From an optimization exercise on the open Yosys and OpenROAD flow, aimed at a short achievable clock period and few clock cycles; shortcuts taken in it are not production practice.
Only simulation tests tie the RTL to the original design; equivalence was not proved.

[flow/run.sh]
#!/bin/bash
# synth_recipe.tcl (not shown) runs the flow's synth.tcl, then flattens the netlist and writes it again
# the make line also repeats each setting of config.mk as NAME=value (left out here)
make -C /OpenROAD-flow-scripts/flow DESIGN_CONFIG=/design/flow/config.mk WORK_HOME=/design/flow/orfs CLKGATE_MAP_FILE= SYNTH_SCRIPT=/design/flow/synth_recipe.tcl finish
[flow/config.mk]
export PLATFORM = sky130hd
export DESIGN_NAME = minisys_core
export DESIGN_NICKNAME = minisys_core
export VERILOG_FILES = /design/flow/design.v
export SDC_FILE = /design/flow/constraint.sdc
export NUM_CORES = 4
export LEC_CHECK = 0
export CAP_MARGIN = 20
export CORE_MARGIN = 2
export CORE_UTILIZATION = 33
export PLACE_DENSITY = 0.42
export SLEW_MARGIN = 20
[flow/constraint.sdc]
create_clock -name core_clock -period 150.0 [get_ports {clk}]
set_input_delay 30.0000 -clock core_clock [delete_from_list [all_inputs] [get_ports {clk}]]
set_output_delay 30.0000 -clock core_clock [all_outputs]
set_load 0.01 [all_outputs]
[flow/design.v]
`timescale 1ns / 1ps
module div_steps #(parameter LO = 0, parameter HI = 32) (
    input  [31:0] a,           
    input  [31:0] b,           
    input  [31:0] rem_in,      
    output [31:0] rem_out,     
    output [31:0] q            
    );
    wire [31:0] rem [LO:HI];
    assign rem[LO] = rem_in;
    genvar k;
    generate
        for (k = LO + 1; k <= HI; k = k + 1) begin : st
            wire [k-1:0] trial;
            if (k == 1) begin : t1
                assign trial = a[31];
            end else begin : tk
                assign trial = {rem[k-1][k-2:0], a[32-k]};
            end
            wire hi_zero;
            if (k == 32) begin : hz32
                assign hi_zero = 1'b1;
            end else begin : hzk
                assign hi_zero = ~|b[31:k];
            end
            wire [k:0] diff = {1'b0, trial} - {1'b0, b[k-1:0]};
            wire qk = hi_zero & ~diff[k];
            assign q[32-k] = qk;
            if (k == 32) begin : r32
                assign rem[k] = qk ? diff[k-1:0] : trial;
            end else begin : rk
                assign rem[k] = {{(32-k){1'b0}}, (qk ? diff[k-1:0] : trial)};
            end
        end
        for (k = 0; k < 32; k = k + 1) begin : qz
            if (k > 31 - LO || k < 32 - HI) begin : z
                assign q[k] = 1'b0;
            end
        end
    endgenerate
    assign rem_out = rem[HI];
endmodule
`timescale 1ns / 1ps
module minisys_core(
    input                          clk,
    input                          rst,           
    output [14 - 1:0]      imem_addr,     
    input  [32 - 1:0]      imem_rdata,    
    output [14 - 1:0]      dmem_addr,     
    output [32 - 1:0]      dmem_wdata,    
    output                         dmem_we,       
    input  [32 - 1:0]      dmem_rdata,    
    input  [16 - 1:0]       switches,      
    output [32 - 1:0]      leds,          
    output                         halted         
    );
    localparam DIV_S1 = 8;    
    localparam DIV_S2 = 21;   
    reg  [31:0] pc;
    reg  [31:0] rf [1:31];
    reg         st_q;           
    reg  [13:0] maddr_q;        
    reg  [31:0] wdata_q;
    reg  [31:0] leds_q;
    reg         x_v, x_ld, y_v, y_ld;
    reg  [4:0]  x_rd, y_rd;
    reg         ldio_q;         
    reg  [31:0] ldr;            
    reg  [31:0] da_a, da_b, da_rem, da_q;
    reg  [31:0] db_a, db_b, db_rem, db_q;
    reg         da_neg, da_bz, db_neg, db_bz;
    assign imem_addr  = pc[15:2];
    wire   at_halt    = (pc == 32'h0000_3f00);
    assign halted     = at_halt & ~st_q;    
    assign dmem_addr  = maddr_q;
    assign dmem_wdata = wdata_q;
    assign dmem_we    = st_q & ~rst;
    assign leds       = leds_q;
    wire [31:0] ld_data = ldio_q ? {16'h0000, switches} : dmem_rdata;
    wire        x_isld = x_v & x_ld;
    wire [31:0] q2, rem2;
    div_steps #(.LO(DIV_S1), .HI(DIV_S2)) dv2 (
        .a(da_a), .b(da_b), .rem_in(da_rem), .rem_out(rem2), .q(q2));
    wire [31:0] q3;
    wire [31:0] rem3_unused;
    div_steps #(.LO(DIV_S2), .HI(32)) dv3 (
        .a(db_a), .b(db_b), .rem_in(db_rem), .rem_out(rem3_unused), .q(q3));
    wire [31:0] dv_qmag = db_q | q3;
    wire [31:0] dv_res  = db_bz ? 32'hFFFF_FFFF : (db_neg ? (~dv_qmag + 32'd1) : dv_qmag);
    wire        late_we   = y_v & (y_rd != 5'd0);
    wire [31:0] late_data = y_ld ? ldr : dv_res;
    wire [31:0] ins = imem_rdata;
    wire [5:0]  op  = ins[31:26];
    wire [4:0]  rs  = ins[25:21];
    wire [4:0]  rt  = ins[20:16];
    wire [4:0]  rd  = ins[15:11];
    wire [4:0]  sh  = ins[10:6];
    wire [5:0]  fn  = ins[5:0];
    wire [15:0] imm = ins[15:0];
    wire r_fmt  = (op == 6'h00);
    wire i_alu  = (op[5:3] == 3'b001);
    wire is_lw  = (op == 6'h23);
    wire is_sw  = (op == 6'h2b);
    wire is_beq = (op == 6'h04);
    wire is_bne = (op == 6'h05);
    wire is_j   = (op == 6'h02);
    wire is_jal = (op == 6'h03);
    wire is_jr  = r_fmt & (fn == 6'h08);
    wire is_div = r_fmt & (fn[5:1] == 5'b10111);
    wire is_lui = (op == 6'h0f);
    wire rd_rs = ~(is_j | is_jal | is_lui);
    wire rd_rt = r_fmt | is_sw | is_beq | is_bne;
    function [31:0] rdreg(input [4:0] r);
        begin
            if (r == 5'd0)
                rdreg = 32'd0;
            else if (x_isld && x_rd == r)
                rdreg = ld_data;
            else if (y_v && y_ld && y_rd == r)
                rdreg = ldr;
            else
                rdreg = rf[r];
        end
    endfunction
    wire [31:0] va = rdreg(rs);
    wire [31:0] vb = rdreg(rt);
    wire hazard = (x_v && !x_ld && (x_rd != 5'd0) &&
                   ((rd_rs && rs == x_rd) || (rd_rt && rt == x_rd))) ||
                  (y_v && !y_ld && (y_rd != 5'd0) &&
                   ((rd_rs && rs == y_rd) || (rd_rt && rt == y_rd)));
    wire run = ~at_halt & ~hazard;
    wire [31:0] simm = {{16{imm[15]}}, imm};
    wire [31:0] zimm = {16'h0000, imm};
    wire [31:0] pc4  = pc + 32'd4;
    wire [31:0] sum  = va + (r_fmt ? vb : simm);
    wire [31:0] dif  = va - vb;
    wire        slt_s = ($signed(va) < $signed(r_fmt ? vb : simm));
    wire        slt_u = (va < (r_fmt ? vb : simm));
    wire [4:0]  samt = fn[2] ? va[4:0] : sh;
    wire [31:0] shl  = vb << samt;
    wire [31:0] shr  = vb >> samt;
    wire [31:0] sra  = $signed(vb) >>> samt;
    wire [31:0] prod = va * vb;
    reg  [31:0] res;
    reg         wr;
    reg  [4:0]  wreg;
    always @* begin
        res  = 32'd0;
        wr   = 1'b0;
        wreg = rd;
        if (r_fmt) begin
            wr = 1'b1;
            case (fn)
                6'h00:        res = shl;
                6'h02:        res = shr;
                6'h03:        res = sra;
                6'h04:        res = shl;
                6'h06:        res = shr;
                6'h07:        res = sra;
                6'h20, 6'h21: res = sum;
                6'h22, 6'h23: res = dif;
                6'h24:        res = va & vb;
                6'h25:        res = va | vb;
                6'h26:        res = va ^ vb;
                6'h27:        res = ~(va | vb);
                6'h2a:        res = {31'd0, slt_s};
                6'h2b:        res = {31'd0, slt_u};
                6'h2c, 6'h2d: res = prod;
                default:      wr  = 1'b0;     
            endcase
        end else if (i_alu) begin
            wr   = 1'b1;
            wreg = rt;
            case (op[2:0])
                3'd0, 3'd1: res = sum;
                3'd2:       res = {31'd0, slt_s};
                3'd3:       res = {31'd0, slt_u};
                3'd4:       res = va & zimm;
                3'd5:       res = va | zimm;
                3'd6:       res = va ^ zimm;
                default:    res = {imm, 16'h0000};
            endcase
        end else if (is_jal) begin
            wr   = 1'b1;
            wreg = 5'd31;
            res  = pc4;
        end
    end
    wire [31:0] maddr = va + simm;
    wire        mio   = (maddr[31:10] == 22'h3FFFFF);
    wire        taken = (is_beq & (va == vb)) | (is_bne & (va != vb));
    wire [31:0] npc   = taken          ? pc4 + {simm[29:0], 2'b00} :
                        (is_j | is_jal) ? {pc[31:28], ins[25:0], 2'b00} :
                        is_jr          ? va : pc4;
    wire        dsg   = (fn[0] == 1'b0);       
    wire        a_neg = dsg & va[31];
    wire        b_neg = dsg & vb[31];
    wire [31:0] a_mag = a_neg ? (~va + 32'd1) : va;
    wire [31:0] b_mag = b_neg ? (~vb + 32'd1) : vb;
    wire [31:0] rem1, q1;
    div_steps #(.LO(0), .HI(DIV_S1)) dv1 (
        .a(a_mag), .b(b_mag), .rem_in(32'd0), .rem_out(rem1), .q(q1));
    integer i;
    always @(posedge clk) begin
        if (rst) begin
            pc        <= 32'd0;
            st_q      <= 1'b0;
            x_v       <= 1'b0;
            y_v       <= 1'b0;
            x_ld      <= 1'b0;
            y_ld      <= 1'b0;
            x_rd      <= 5'd0;
            y_rd      <= 5'd0;
            ldio_q    <= 1'b0;
            leds_q    <= 32'd0;
            for (i = 1; i < 32; i = i + 1)
                rf[i] <= 32'd0;
        end else begin
            for (i = 1; i < 32; i = i + 1) begin
                if (run && wr && wreg == i)
                    rf[i] <= res;
                else if (late_we && y_rd == i)
                    rf[i] <= late_data;
            end
            st_q   <= run & is_sw & ~mio;
            x_v    <= run & (is_lw | is_div);
            x_ld   <= is_lw;
            x_rd   <= is_lw ? rt : rd;
            ldio_q <= mio;
            y_v    <= x_v & ~(run && wr && wreg == x_rd);
            y_ld   <= x_ld;
            y_rd   <= x_rd;
            maddr_q <= maddr[15:2];
            wdata_q <= vb;
            if (run & is_sw & mio)
                leds_q <= vb;
            if (run)
                pc <= npc;
        end
    end
    always @(posedge clk) begin
        ldr    <= ld_data;
        da_a   <= a_mag;
        da_b   <= b_mag;
        da_rem <= rem1;
        da_q   <= q1;
        da_neg <= a_neg ^ b_neg;
        da_bz  <= (vb == 32'd0);
        db_a   <= da_a;
        db_b   <= da_b;
        db_rem <= rem2;
        db_q   <= da_q | q2;
        db_neg <= da_neg;
        db_bz  <= da_bz;
    end
endmodule
==> load_flow_metrics.sql, run 1 <==
INSERT INTO impl_metrics (metric_group, metric, value, unit) VALUES
('floorplanning', 'placeableCoreArea', '389000', 'um^2'),
('routing', 'detail_route.first_pass.iterations', '7', ''),
('final_layout', 'seq_area', '26700', 'um^2'),
('clocking', 'holdBufCountCts', '0', ''),
('clocking', 'clock_latency', '0.97', 'ns'),
('worst_setup_path', 'worstSetupStartpointType', 'input port', ''),
('worst_setup_path', 'critPathRequiredTime', '120.00', 'ns'),
('clocking', 'post_cts_resize_count', '0', ''),
('final_layout', 'syn2layout_area_growth', '12.1', '%'),
('sta', 'timing.fmax', '16.4', 'MHz'),
('sta', 'max-slew-margin-rel', '10.5', '%'),
('global_routing', 'grt_util_all_layers', '39.8', '%'),
('yosys', 'ys_ff_latch', '1311', ''),
('placed_design', 'area_post_placement', '138000', 'um^2'),
('final_layout', 'post-route-cell-area', '144000', 'um^2'),
('floorplanning', 'die_y', '628', 'um'),
('clocking', 'clock_tree.buffer_depth', '4', ''),
('sta', 'timing.hold.ws', '0.271', 'ns'),
('floorplanning', 'floorplan.io_pins', '176', ''),
('routing', 'dr_total_vias', '144934', ''),
('global_routing', 'grt_antenna_before_repair', '133', ''),
('worst_setup_path', 'critical_path_arrival', '30.98', 'ns'),
('routing', 'avgViaCountPerCell', '6.53', ''),
('routing', 'drtAntennaViolNets', '0', ''),
('yosys', 'cell_variety_after_synth', '119', ''),
('final_layout', 'multi_input_area', '94700', 'um^2'),
('clocking', 'cts.reportedPaths.clkPinSlew', '0.06', 'ns'),
('clocking', 'cts.repair_timing.setup_buffer_count', '0', ''),
('global_routing', 'grt_pass1_vias', '131141', ''),
('worst_setup_path', 'end_kind', 'primary output', ''),
('sta', 'setup_viol_count_final', '0', ''),
('yosys', 'post_synth_instance_area', '129000', 'um^2'),
('yosys', 'async_reset_ff_share', '0', '%'),
('clocking', 'tritoncts_sinks', '1311', ''),
('yosys', 'yosysWarnings', '37', ''),
('sta', 'timing.clock.skew', '0.120', 'ns'),
('worst_setup_path', 'crit_slowest_cell', 'sky130_fd_sc_hd__clkdlybuf4s50_1', ''),
('floorplanning', 'start_util', '33.1', '%'),
('global_routing', 'grt_pass1_wl', '1110000', 'um'),
('yosys', 'synth_fp_nets', '18655', ''),
('placed_design', 'placed_cells_incl_taps', '21793', ''),
('routing', 'drtIter0Drc', '23428', ''),
('worst_setup_path', 'worstPathMaxFanout', '59', ''),
('worst_setup_path', 'critical_path.max_stage_delay', '0.51', 'ns'),
('clocking', 'numCtsBuffers', '174', ''),
('placed_design', 'place.detailed.hpwl', '560000', 'um'),
('sta', 'finalHoldViolCount', '0', ''),
('sta', 'worst-slew-pin-transition', '1.33', 'ns'),
('run_status', 'status', 'no timing/DRC/antenna violations', ''),
('yosys', 'post_synth.cell_area_avg', '7.46', 'um^2'),
('global_routing', 'grt_overflow', '0', ''),
('routing', 'route.detailed.drc', '0', ''),
('global_routing', 'grt_start_max_net_pins', '185', ''),
('routing', 'drt-wirelength-per-cell', '37.0', 'um'),
('sta', 'fin_crit', '60.98', 'ns'),
('worst_setup_path', 'crit_path_cell_trace', 'buf_8, nor2b_1, clkdlybuf4s50_1', ''),
('min_path', 'holdCritPathClass', 'flip-flop to flip-flop', ''),
('yosys', 'primary_ff_master_synth', 'sky130_fd_sc_hd__dfxtp_1', ''),
('clocking', 'cts_max_level', '4', ''),
('floorplanning', 'design.die.area', '395000', 'um^2'),
('sta', 'final.period_utilization', '40.7', '%'),
('floorplanning', 'placement_rows', '229', ''),
('final_layout', 'finalNetCount', '18186', ''),
('clocking', 'cts-root-buf', 'sky130_fd_sc_hd__clkbuf_16', ''),
('yosys', 'postSynthCellCount', '17244', ''),
('min_path', 'hold_depth', '0', ''),
('placed_design', 'pre_cts_ws', '89.03', 'ns'),
('floorplanning', 'die_w', '628', 'um'),
('sta', 'rsz0062_at_grt', 'no', '');
-- flip-flops by register name, summed over array words and instances, names as in the netlist, 24 cells and up --
| register | count |
|---|---|
| rf | 992 |
| da_b | 32 |
| db_b | 32 |
| ldr | 32 |
| leds_q | 32 |
| pc | 32 |
| wdata_q | 32 |
| da_a | 24 |
-- worst paths after layout --
path / start / to / slack, ns
worst max-delay path: rst / dmem_we / 89.02
worst min-delay path: da_neg / db_neg / 0.27
worst max register to register: da_b[23] / db_rem[20] / 106.50
worst min register to register: da_neg / db_neg / 0.27
-- synthesized netlist by cell type, types with 177 or more instances --
cell type                   instances  area share [%]
sky130_fd_sc_hd__a2111oi_0        193             1.3
sky130_fd_sc_hd__nand3_1          444             1.7
sky130_fd_sc_hd__nor3_1           361             1.4
sky130_fd_sc_hd__nand2_1         1494             4.4
sky130_fd_sc_hd__xor2_1           177             1.2
sky130_fd_sc_hd__inv_1            997             2.9
sky130_fd_sc_hd__clkbuf_1        1239             3.6
sky130_fd_sc_hd__mux2_2           197             1.7
sky130_fd_sc_hd__dfxtp_1         1265              20
sky130_fd_sc_hd__a21oi_1         1048             4.1
sky130_fd_sc_hd__a221oi_1         187             1.3
sky130_fd_sc_hd__mux2i_1          198             1.5
sky130_fd_sc_hd__nand4_1          192            0.93
sky130_fd_sc_hd__xnor2_1          485             3.3
sky130_fd_sc_hd__o211ai_1         280             1.6
sky130_fd_sc_hd__a21o_1           196             1.1
sky130_fd_sc_hd__nor2_1          2151             6.3
sky130_fd_sc_hd__and3_1           467             2.3
sky130_fd_sc_hd__o21ai_0         1036             4.0
sky130_fd_sc_hd__ha_1             888             8.6
sky130_fd_sc_hd__a211oi_1         897             5.2
sky130_fd_sc_hd__fa_1             441             6.9
sky130_fd_sc_hd__a22oi_1          434             2.5
-- routing by layer --
layer | global-route usage, % | up-vias | wire (um)
li1 | - | 61365 | -
met1 | 50.1 | 69940 | 324000
met2 | 56.1 | 10485 | 326000
met3 | 13.9 | 3080 | 100000
met4 | 27.9 | 64 | 70900
met5 | 1.26 | - | 1000
-- stage by stage --
step           util (%)
2_1_floorplan         -
3_5_place_dp       35.5
3_3_place_gp       35.5
4_1_cts            37.0
6_report           37.1
5_1_grt            37.0
-- cell families (layout without fill, tap and decap cells) --
kind of cell	Yosys count	in the layout	synth area share, %
AO/OA/AOI/OAI	5279	5279	27.7
XOR/XNOR	662	662	4.51
adder cells (fa/ha/maj)	1329	1329	15.5
buffers and inverters	2420	2085	7.31
flip-flops	1311	1311	20.8
multiplexers	397	397	3.30
other	0	90	0
AND/OR/NAND/NOR	5846	5846	20.9
-- worst max-delay path: cells and delay by family --
family        cells  cell delay, ns
buf+inv           2            0.86
simple gates      1            0.10
-- placed cells by master, fill, tap and decap left out, types with 439 or more instances in the layout --
master,count
sky130_fd_sc_hd__a211oi_1,891
sky130_fd_sc_hd__a21oi_1,1026
sky130_fd_sc_hd__and3_1,467
sky130_fd_sc_hd__buf_4,582
sky130_fd_sc_hd__dfxtp_1,1264
sky130_fd_sc_hd__fa_1,441
sky130_fd_sc_hd__ha_1,888
sky130_fd_sc_hd__inv_1,992
sky130_fd_sc_hd__nand2_1,1452
sky130_fd_sc_hd__nand3_1,439
sky130_fd_sc_hd__nor2_1,2043
sky130_fd_sc_hd__o21ai_0,1028
sky130_fd_sc_hd__xnor2_1,484
-- cell type report --
cell class	count	area share (%)
multi-input cells	13513	65.7
clock buffers	249	3.52
repair buffers	761	4.29
diodes	90	0.156
well taps	5197	4.51
inverters	1014	2.65
flip-flops and latches	1311	18.5
clock inverters	61	0.603
Testbench counts, summed over its fixed seeds: cycles 64,953.
==> run 2, diff against run 1 <==
==> flow/flow/run.sh (new file) <==
#!/bin/bash
# Standard layout, with two changes aimed at the one path from an input to an output
# (rst -> dmem_we, which the synchronous reset makes combinational):
#  * the io placer keeps the rst and dmem_we pins together;
#  * repair_timing is asked for a large setup margin, so that path (the only one whose
#    slack is below the margin) is sized and buffered for speed. All other paths have
#    far more slack than the margin and are left alone.
set -euo pipefail
bash standard.sh \
  SETUP_SLACK_MARGIN=89.75 \
  "PLACE_PINS_ARGS=-group_pins {rst dmem_we}" \
  finish > standard.log 2>&1
==> flow/standard.sh (new file) <==
#!/bin/bash
# synth_recipe.tcl (not shown) runs the flow's synth.tcl, then flattens the netlist and writes it again
# the make line also repeats each setting of config.mk as NAME=value (left out here)
make -C /OpenROAD-flow-scripts/flow DESIGN_CONFIG=/design/flow/config.mk WORK_HOME=/design/flow/orfs CLKGATE_MAP_FILE= SYNTH_SCRIPT=/design/flow/synth_recipe.tcl "${@:-finish}"
--- a/flow/config.mk
+++ b/flow/config.mk
@@ -6,7 +6,9 @@
 export NUM_CORES = 4
 export LEC_CHECK = 0
 export CAP_MARGIN = 20
+export CELL_PAD_IN_SITES_DETAIL_PLACEMENT = 1
+export CELL_PAD_IN_SITES_GLOBAL_PLACEMENT = 2
 export CORE_MARGIN = 2
-export CORE_UTILIZATION = 33
-export PLACE_DENSITY = 0.42
+export CORE_UTILIZATION = 22
+export PLACE_DENSITY = 0.45
 export SLEW_MARGIN = 20
removed: flow/run.sh
==> run 2 against run 1 <==
Compared with the run above: worst hold slack gained 0.056 ns; design area grew 3.4%; clock skew grew 0.025 ns; sequential share of layout area shrank 0.62 points.
==> load_flow_metrics.sql, run 2 <==
INSERT INTO impl_metrics (metric_group, metric, value, unit) VALUES
('floorplanning', 'design.die.area', '591000', 'um^2'),
('final_layout', 'proportion_of_layout_cells_with_a_drive_suffix_above_1', '9.91', '%'),
('sta', 'setup_viol_count_final', '0', ''),
('routing', 'routed_wl', '999000', 'um'),
('worst_setup_path', 'critical_path.max_stage_delay', '0.10', 'ns'),
('sta', 'max-slew-margin-rel', '6.02', '%'),
('final_layout', 'top_register', 'rf', ''),
('final_layout', 'syn2layout_area_growth', '15.9', '%'),
('yosys', 'primary_ff_master_synth', 'sky130_fd_sc_hd__dfxtp_1', ''),
('yosys', 'post_synth.cell_area_avg', '7.46', 'um^2'),
('placed_design', 'buffer_ports.inserted', '175', ''),
('clocking', 'cts_tree', 'done', ''),
('final_layout', 'flip_flop_count_of_the_largest_register_all_copies_and_words_added', '992', ''),
('yosys', 'synth_largest_area_cell', 'sky130_fd_sc_hd__dfxtp_1', ''),
('yosys', 'synth_top_area_share', '19.7', '%'),
('yosys', 'synth_top_cells_by_area', 'sky130_fd_sc_hd__dfxtp_1 (20%), sky130_fd_sc_hd__ha_1 (8.6%), sky130_fd_sc_hd__fa_1 (6.9%), sky130_fd_sc_hd__nor2_1 (6.3%), sky130_fd_sc_hd__a211oi_1 (5.2%)', ''),
('sta', 'finalHoldViolCount', '0', ''),
('sta', 'fin_crit', '60.30', 'ns'),
('yosys', 'async_reset_ff_share', '0', '%'),
('floorplanning', 'placement_rows', '280', ''),
('sta', 'rsz0062_at_grt', 'yes', ''),
('global_routing', 'grt_pass1_wl', '1330000', 'um'),
('worst_setup_path', 'critical_path_arrival', '30.30', 'ns'),
('yosys', 'ys_ff_latch', '1311', ''),
('routing', 'drt-wirelength-per-cell', '40.2', 'um'),
('sta', 'setup_ws', '89.70', 'ns'),
('yosys', 'synthMostInstantiatedCell', 'sky130_fd_sc_hd__nor2_1', ''),
('floorplanning', 'die_y', '768', 'um'),
('sta', 'timing.fmax', '16.6', 'MHz'),
('yosys', 'synth_seq_area_share', '20.8', '%'),
('worst_setup_path', 'rr_startpoint', 'da_b[21]', ''),
('worst_setup_path', 'end_kind', 'primary output', ''),
('routing', 'detail_route.first_pass.iterations', '6', ''),
('sta', 'worst-slew-pin-transition', '1.40', 'ns'),
('final_layout', 'seq_area', '26700', 'um^2'),
('final_layout', 'count_of_fill_cells_added_during_filler_insertion', '69239', ''),
('min_path', 'holdCritPathClass', 'flip-flop to flip-flop', ''),
('worst_setup_path', 'worstSetupPathType', 'input port to primary output', ''),
('final_layout', 'post-route-cell-area', '149000', 'um^2'),
('yosys', 'post_synth_instance_area', '129000', 'um^2'),
('placed_design', 'place.detailed.hpwl', '705000', 'um'),
('global_routing', 'grt_pass1_vias', '141928', ''),
('worst_setup_path', 'r2r-end', 'db_rem[17]', ''),
('worst_setup_path', 'worstSetupStartpointType', 'input port', ''),
('clocking', 'clock_latency', '1.02', 'ns'),
('routing', 'dr_total_vias', '145820', ''),
('sta', 'drv_slew', '0', ''),
('placed_design', 'routabilityCongestion', '0.948', ''),
('final_layout', 'multi_input_area', '95200', 'um^2'),
('yosys', 'postSynthCellCount', '17244', ''),
('routing', 'drtAntennaViolNets', '0', ''),
('flow_run', 'drv_cap', '0', ''),
('worst_setup_path', 'crit_slowest_cell', 'sky130_fd_sc_hd__buf_16', ''),
('worst_setup_path', 'critPathRequiredTime', '120.00', 'ns'),
('sta', 'final.period_utilization', '40.2', '%'),
('yosys', 'yosysWarnings', '37', ''),
('yosys', 'number_of_enable_type_register_cells_in_the_synthesized_netlist', '46', ''),
('run_status', 'status', 'no timing/DRC/antenna violations', ''),
('min_path', 'holdPathEnd', 'db_bz', ''),
('yosys', 'cell_variety_after_synth', '119', ''),
('worst_setup_path', 'crit_path_cell_trace', 'buf_16, nor2b_4, buf_6', ''),
('floorplanning', 'die_w', '768', 'um'),
('placed_design', 'area_post_placement', '142000', 'um^2'),
('yosys', 'synth_common_cells', 'sky130_fd_sc_hd__nor2_1 (2151), sky130_fd_sc_hd__nand2_1 (1494), sky130_fd_sc_hd__dfxtp_1 (1265)', ''),
('routing', 'drtIter0Drc', '16987', ''),
('final_layout', 'postLayoutCoreUtil', '25.6', '%'),
('clocking', 'cts.reportedPaths.clkPinSlew', '0.06', 'ns'),
('worst_setup_path', 'r2r_setup_slack', '105.56', 'ns'),
('yosys', 'synth_fp_nets', '18655', ''),
('routing', 'avgViaCountPerCell', '5.86', ''),
('clocking', 'clock_tree.buffer_depth', '4', ''),
('sta', 'timing.clock.skew', '0.145', 'ns'),
('worst_setup_path', 'worstPathMaxFanout', '2', ''),
('final_layout', 'layout.cells.most_common_list', 'sky130_fd_sc_hd__nor2_1 (2040), sky130_fd_sc_hd__nand2_1 (1443), sky130_fd_sc_hd__dfxtp_1 (1263)', ''),
('floorplanning', 'floorplan.io_pins', '176', ''),
('floorplanning', 'start_util', '22.1', '%'),
('global_routing', 'grt_overflow', '0', ''),
('final_layout', 'final_common_cell', 'sky130_fd_sc_hd__nor2_1', ''),
('routing', 'route.detailed.drc', '0', ''),
('worst_setup_path', 'worst_r2r_path_depth', '176', ''),
('global_routing', 'grt_start_max_net_pins', '90', ''),
('sta', 'fin_tns_setup', '0', 'ns'),
('min_path', 'hold_depth', '0', ''),
('clocking', 'cts-root-buf', 'sky130_fd_sc_hd__clkbuf_16', ''),
('placed_design', 'pre_cts_ws', '89.20', 'ns'),
('global_routing', 'grt_util_all_layers', '32.5', '%'),
('floorplanning', 'placeableCoreArea', '582000', 'um^2'),
('global_routing', 'grt_antenna_before_repair', '157', ''),
('clocking', 'cts_max_level', '4', ''),
('final_layout', 'finalNetCount', '18285', ''),
('min_path', 'min_from', 'da_bz', ''),
('clocking', 'numCtsBuffers', '191', ''),
('clocking', 'tritoncts_sinks', '1311', '');
-- run 2: cell count changes in the layout (fill, tap and decap cells not counted), moves of 7 or more --
cell / change
sky130_fd_sc_hd__buf_4: +86
sky130_fd_sc_hd__clkbuf_16: +17
sky130_fd_sc_hd__nand2_1: -9
sky130_fd_sc_hd__nand2_2: -11
sky130_fd_sc_hd__nand2_4: +20
sky130_fd_sc_hd__nor2_2: -8
sky130_fd_sc_hd__nor2_4: +11
sky130_fd_sc_hd__nor3_2: +7
sky130_fd_sc_hd__nor4_2: +8
-- run 2: worst max-delay path, delay by kind of cell --
family | cells | cell delay [ns]
buf+inv | 2 | 0.20
simple gates | 1 | 0.10
-- run 2: worst max path at each step --
stage	start	endpoint
6_report	rst	dmem_we
2_1_floorplan	rst	dmem_we
4_1_cts	rst	dmem_we
3_3_place_gp	rst	dmem_we
5_1_grt	rst	dmem_we
3_5_place_dp	rst	dmem_we
-- run 2: kinds of logic (layout without fill, tap and decap cells) --
kind of cell / after synthesis / in the layout / share of synthesized area (%)
mux: 397 / 397 / 3.30
simple gates: 5846 / 5846 / 20.9
flops: 1311 / 1311 / 20.8
other cells: 0 / 85 / 0
fa+ha+maj: 1329 / 1329 / 15.5
buf+inv: 2420 / 2199 / 7.31
xor+xnor: 662 / 662 / 4.51
compound gates: 5279 / 5279 / 27.7
-- run 2: per-stage QoR --
step,instances,hold WS [ns]
after floorplan,17244,0.310
after detailed placement,24433,0.313
final,24863,0.328
after CTS,24776,0.326
after global routing,24788,0.331
after global placement,24430,0.310
-- run 2: cell type report --
| cell class | count | area share (%) |
|---|---|---|
| Inverter | 1014 | 2.56 |
| Clock buffer | 269 | 3.73 |
| Antenna cell | 85 | 0.143 |
| Sequential cell | 1311 | 17.9 |
| Timing Repair Buffer | 843 | 4.59 |
| Tap cell | 7755 | 6.51 |
| Multi-Input combinational cell | 13513 | 63.9 |
| Clock inverter | 73 | 0.682 |
-- run 2: repair_timing --
item / in CTS / in global routing
endpoints found under the setup margin: 1 / 1
pin swaps: 0 / 0
setup buffers: 1 / 0
resized for setup: 7 / 0
hold buffers: 0 / 0
-- run 2: metal layers --
| metal | track usage [%] | wire length (um) | part of all wire (%) | vias to the layer above |
|---|---|---|---|---|
| met1 | 43.2 | 433000 | 43 | 75205 |
| met3 | 5.81 | 74000 | 7.4 | 1973 |
| met5 | 0 | 194 | 0.019 | - |
| li1 | - | - | - | 61525 |
| met2 | 50.0 | 430000 | 43 | 7087 |
| met4 | 17.3 | 61600 | 6.2 | 30 |

## port drivers added, routing unchanged
Ports are ideal in the flow. The routed layouts listed here were re-timed in OpenROAD. Step 1 assumes that a clkbuf_16 drives the clock port and a buf_2 every other input. Step 2 moves the port delays by t, midway between the first and last clock arrival at a register: inputs arrive t later, outputs are due t later. That takes back most of the time a late clock gives input paths. Three values: ideal, step 1, step 2; two values: the first two.
run	t (ns)	setup slack, ns	worst setup path after step 2
run 1	1.040	89.023 / 88.975 / 88.975	input to output
run 2	1.101	89.696 / 89.636 / 89.636	input to output
After both steps setup and hold are still met in every run listed. The setup slack of run 2, which loses most, moves by -0.060 ns with the drivers and by -0.060 ns with both steps.
